Context: an optimization exercise on an open-source flow, tuned for small area and a short achievable clock period. The choices shown serve that exercise and are no tape-out recipe. Only simulation tests tie the RTL to the original design; equivalence was not proved. Power and IR drop assume default switching activity.

==> flow/design.v <==
module ula_row #(parameter W = 8, parameter STYLE = 0) (
    input  wire [W-1:0] x,
    input  wire [W-1:0] y,
    input  wire         ci,
    output wire [W-1:0] s,
    output wire         co
);
    genvar j, l;
    generate
        if (STYLE == 2) begin : g_op
            assign {co, s} = {1'b0, x} + {1'b0, y} + {{W{1'b0}}, ci};
        end else if (STYLE == 0 || W < 2) begin : g_rip
            wire [W:0] c;
            assign c[0] = ci;
            for (j = 0; j < W; j = j + 1) begin : g_b
                assign s[j] = x[j] ^ y[j] ^ c[j];
                assign c[j+1] = (x[j] & y[j]) | ((x[j] ^ y[j]) & c[j]);
            end
            assign co = c[W];
        end else begin : g_skl
            localparam N = W + 1;
            localparam L = (N <= 2) ? 1 : (N <= 4) ? 2 : (N <= 8) ? 3 : (N <= 16) ? 4 : (N <= 32) ? 5 : 6;
            wire [N-1:0] g [0:L];
            wire [N-1:0] p [0:L];
            wire [W-1:0] h = x ^ y;
            assign g[0] = {x & y, ci};
            assign p[0] = {h, 1'b0};
            for (l = 0; l < L; l = l + 1) begin : g_l
                for (j = 0; j < N; j = j + 1) begin : g_n
                    if ((j >> l) & 1) begin : g_c
                        assign g[l+1][j] = g[l][j] | (p[l][j] & g[l][((j >> l) << l) - 1]);
                        assign p[l+1][j] = p[l][j] & p[l][((j >> l) << l) - 1];
                    end else begin : g_p
                        assign g[l+1][j] = g[l][j];
                        assign p[l+1][j] = p[l][j];
                    end
                end
            end
            assign s = h ^ g[L][W-1:0];
            assign co = g[L][W];
        end
    endgenerate
endmodule
module ula_top (
    input wire clk,
    input wire rst,
    input wire [31:0] operand_a,
    input wire [31:0] operand_b,
    input wire [3:0] opcode,
    output reg [31:0] result,
    output wire [1:0] overflow,
    output reg [1:0] compareResult,
    output wire [1:0] errorFlag
);
    parameter K1 = 11;        
    parameter M3 = 6;        
    parameter FASTW = 2;     
    parameter STYLE_FAST = 1;
    localparam ADD = 4'd3, SUB = 4'd4, MUL = 4'd5, DIV = 4'd6, AND = 4'd7,
               OR = 4'd8, SHL = 4'd9, SHR = 4'd10, CMP = 4'd11, NOT = 4'd12;
    genvar i;
    wire [31:0] A = operand_a;
    wire [31:0] B = operand_b;
    wire [3:0] OP = opcode;
    wire big = |B[31:5];
    wire bz = ~|B;
    wire [31:0] oh = 32'd1 << B[4:0];
    wire is_mul = (OP == MUL) | ((OP == SHL) & ~big);
    wire is_div = ((OP == DIV) & ~bz) | ((OP == SHR) & ~big);
    wire is_as  = (OP == ADD) | (OP == SUB);
    wire neg0   = (OP == SUB) | (OP == CMP) | is_div;
    wire [31:0] dv = (OP == SHR) ? oh : B;         
    wire [31:0] mb = (OP == SHL) ? oh : B;         
    wire [31:0] yraw = is_mul ? A : dv;
    wire [31:0] y0 = neg0 ? ~yraw : yraw;
    wire [31:0] hz;
    assign hz[0] = 1'b1;
    generate for (i = 1; i < 32; i = i + 1) begin : g_hz
        assign hz[i] = ~|dv[31:32-i];
    end endgenerate
    wire [31:0] en0 = is_mul ? mb : is_div ? hz : {31'b0, is_as};
    wire [31:0] x0 = ((OP == ADD) | (OP == SUB) | (OP == CMP) | is_div) ? A :
                     (OP == AND) ? (A & B) :
                     (OP == OR)  ? (A | B) :
                     (OP == NOT) ? ~A : 32'b0;
    wire [31:0] xs [0:32];
    wire [31:0] sel;
    wire [31:0] ys [0:32];
    wire [31:0] ens [0:32];
    wire negs [0:32];
    wire divs [0:32];
    reg [31:0] x1, y1, en1;
    reg [K1-1:0] q1;
    reg neg1, div1, cmp1, dz1;
    reg [31:0] x2, y2;
    reg [M3-1:0] en2;
    reg [31-M3:0] q2;
    reg neg2, div2;
    assign xs[32] = x0; assign ys[32] = y0; assign ens[32] = en0;
    assign negs[32] = neg0; assign divs[32] = is_div;
    generate for (i = 31; i >= 0; i = i - 1) begin : g_row
        localparam W = 32 - i;
        wire [31:0] xin = (i == 31 - K1) ? x1 : (i == M3 - 1) ? x2 : xs[i+1];
        wire [31:0] yin = (i == 31 - K1) ? y1 : (i == M3 - 1) ? y2 : ys[i+1];
        wire [31:0] ein = (i == 31 - K1) ? en1 : (i == M3 - 1) ? {{(32-M3){1'b0}}, en2} : ens[i+1];
        wire nin = (i == 31 - K1) ? neg1 : (i == M3 - 1) ? neg2 : negs[i+1];
        wire din = (i == 31 - K1) ? div1 : (i == M3 - 1) ? div2 : divs[i+1];
        wire [W-1:0] s;
        wire co;
        ula_row #(.W(W), .STYLE(W >= FASTW ? STYLE_FAST : 0)) row (
            .x(xin[31:i]), .y(yin[W-1:0]), .ci(nin), .s(s), .co(co));
        assign sel[i] = ein[i] & (co | ~din);
        if (i > 0) begin : g_n
            assign xs[i] = {sel[i] ? s : xin[31:i], xin[i-1:0]};
        end else begin : g_z
            assign xs[i] = sel[i] ? s : xin;
        end
        assign ys[i] = yin; assign ens[i] = ein; assign negs[i] = nin; assign divs[i] = din;
    end endgenerate
    always @(posedge clk) begin
        x1 <= xs[32 - K1];
        y1 <= y0;
        en1 <= en0;
        q1 <= sel[31:32-K1];
        neg1 <= neg0;
        div1 <= is_div;
        cmp1 <= (OP == CMP);
        dz1 <= (OP == DIV) & bz;
    end
    wire [31:0] cp = x1 ^ y1;
    wire [32:0] cc;
    assign cc[0] = 1'b1;
    generate for (i = 0; i < 32; i = i + 1) begin : g_cmp
        assign cc[i+1] = cp[i] ? cc[i] : x1[i];
    end endgenerate
    wire eq = &cp;
    wire ge = cc[32];
    wire [31:0] res;
    reg err;
    always @(posedge clk) begin
        x2 <= rst ? 32'b0 : cmp1 ? res : xs[M3];
        en2 <= (rst | cmp1) ? {M3{1'b0}} : en1[M3-1:0];
        div2 <= ~(rst | cmp1) & div1;
        y2 <= y1;
        q2 <= {q1, sel[31-K1:M3]};
        neg2 <= neg1;
        if (rst) compareResult <= 2'b00;
        else if (cmp1) compareResult <= eq ? 2'b00 : ge ? 2'b01 : 2'b10;
        if (rst) err <= 1'b0;
        else if (dz1) err <= 1'b1;
    end
    assign res = div2 ? {q2, sel[M3-1:0]} : xs[0];
    always @* result = res;
    assign overflow = 2'b00;
    assign errorFlag = {1'b0, err};
endmodule
export LEC_CHECK = 0
export ABC_AREA = 1
export CAP_MARGIN = 20
export CORE_MARGIN = 2
export CORE_UTILIZATION = 60
export SLEW_MARGIN = 20
create_clock -name core_clock -period 80.0 [get_ports {clk}]
standard.sh (not shown) runs the stock make flow with config.mk's settings and CLKGATE_MAP_FILE= SYNTH_SCRIPT=/design/flow/synth_recipe.tcl, a recipe that flattens the netlist after the stock synthesis.
==> flow/flow/run.sh <==
#!/bin/bash
set -euo pipefail
bash standard.sh SETUP_SLACK_MARGIN=46 finish > standard_make.log 2>&1
==> next run, changes <==
--- a/flow/design.v
+++ b/flow/design.v
@@ -62,24 +62,25 @@
     wire [31:0] A = operand_a;
     wire [31:0] B = operand_b;
     wire [3:0] OP = opcode;
     wire big = |B[31:5];
     wire bz = ~|B;
     wire [31:0] oh = 32'd1 << B[4:0];
-    wire is_mul = (OP == MUL) | ((OP == SHL) & ~big);
-    wire is_div = ((OP == DIV) & ~bz) | ((OP == SHR) & ~big);
+    wire is_mul = (OP == MUL) | (OP == SHL);
+    wire is_div = (OP == DIV) | (OP == SHR);
     wire is_as  = (OP == ADD) | (OP == SUB);
     wire neg0   = (OP == SUB) | (OP == CMP) | is_div;
+    wire zero0  = ((OP == DIV) & bz) | (((OP == SHL) | (OP == SHR)) & big);
     wire [31:0] dv = (OP == SHR) ? oh : B;         
     wire [31:0] mb = (OP == SHL) ? oh : B;         
     wire [31:0] yraw = is_mul ? A : dv;
     wire [31:0] y0 = neg0 ? ~yraw : yraw;
     wire [31:0] hz;
     assign hz[0] = 1'b1;
     generate for (i = 1; i < 32; i = i + 1) begin : g_hz
-        assign hz[i] = ~|dv[31:32-i];
+        assign hz[i] = (OP == SHR) ? (B[4:0] <= 31 - i) : ~|B[31:32-i];
     end endgenerate
     wire [31:0] en0 = is_mul ? mb : is_div ? hz : {31'b0, is_as};
     wire [31:0] x0 = ((OP == ADD) | (OP == SUB) | (OP == CMP) | is_div) ? A :
                      (OP == AND) ? (A & B) :
                      (OP == OR)  ? (A | B) :
                      (OP == NOT) ? ~A : 32'b0;
@@ -88,13 +89,13 @@
     wire [31:0] ys [0:32];
     wire [31:0] ens [0:32];
     wire negs [0:32];
     wire divs [0:32];
     reg [31:0] x1, y1, en1;
     reg [K1-1:0] q1;
-    reg neg1, div1, cmp1, dz1;
+    reg neg1, div1, cmp1, dz1, zero1;
     reg [31:0] x2, y2;
     reg [M3-1:0] en2;
     reg [31-M3:0] q2;
     reg neg2, div2;
     assign xs[32] = x0; assign ys[32] = y0; assign ens[32] = en0;
     assign negs[32] = neg0; assign divs[32] = is_div;
@@ -123,27 +124,28 @@
         en1 <= en0;
         q1 <= sel[31:32-K1];
         neg1 <= neg0;
         div1 <= is_div;
         cmp1 <= (OP == CMP);
         dz1 <= (OP == DIV) & bz;
+        zero1 <= zero0;
     end
     wire [31:0] cp = x1 ^ y1;
     wire [32:0] cc;
     assign cc[0] = 1'b1;
     generate for (i = 0; i < 32; i = i + 1) begin : g_cmp
         assign cc[i+1] = cp[i] ? cc[i] : x1[i];
     end endgenerate
     wire eq = &cp;
     wire ge = cc[32];
     wire [31:0] res;
     reg err;
     always @(posedge clk) begin
-        x2 <= rst ? 32'b0 : cmp1 ? res : xs[M3];
-        en2 <= (rst | cmp1) ? {M3{1'b0}} : en1[M3-1:0];
-        div2 <= ~(rst | cmp1) & div1;
+        x2 <= (rst | zero1) ? 32'b0 : cmp1 ? res : xs[M3];
+        en2 <= (rst | cmp1 | zero1) ? {M3{1'b0}} : en1[M3-1:0];
+        div2 <= ~(rst | cmp1 | zero1) & div1;
         y2 <= y1;
         q2 <= {q1, sel[31-K1:M3]};
         neg2 <= neg1;
         if (rst) compareResult <= 2'b00;
         else if (cmp1) compareResult <= eq ? 2'b00 : ge ? 2'b01 : 2'b10;
         if (rst) err <= 1'b0;
=> The new run went through all stages and came out clean; final area falls by 0.85%; worst setup slack improved by 0.23 ns; area after synthesis rises by 0.63%; power rises by 42%; maximum frequency rises by 0.70%; count of clock-buffer cells in the layout rises by 1; combinational power rises by 56%; global-route usage falls by 0.15 points; cell count is about the same; wire length falls by 0.45%; sequential power rises by about 6%.

## port drivers added, routing unchanged
The flow's constraints put no driver on any port. The routed layouts listed below were extracted and timed again, unchanged, in two steps.
Step 1: set_driving_cell puts a clkbuf_16 on clk and a buf_2 on each other input, an assumption about the parent block.
Step 2, shift: input delay + t, output delay - t, t = (earliest + latest rising clock arrival at the registers) / 2. This alone moves slack from input paths to output paths.
Three values: no drivers, after step 1, after step 2; two values: the first two.
| run | t (ns) | slack for setup (ns) | pins driven straight from the clock port |
|---|---|---|---|
| the first run | 0.611 | 46.824 / 46.762 / 46.351 | 1 |
| the second run | 0.619 | 47.053 / 46.993 / 46.493 | 1 |
After both steps every run listed still meets setup and hold. The setup slack of the second run, which loses most, moves by -0.060 ns with the drivers and by -0.560 ns with both steps.
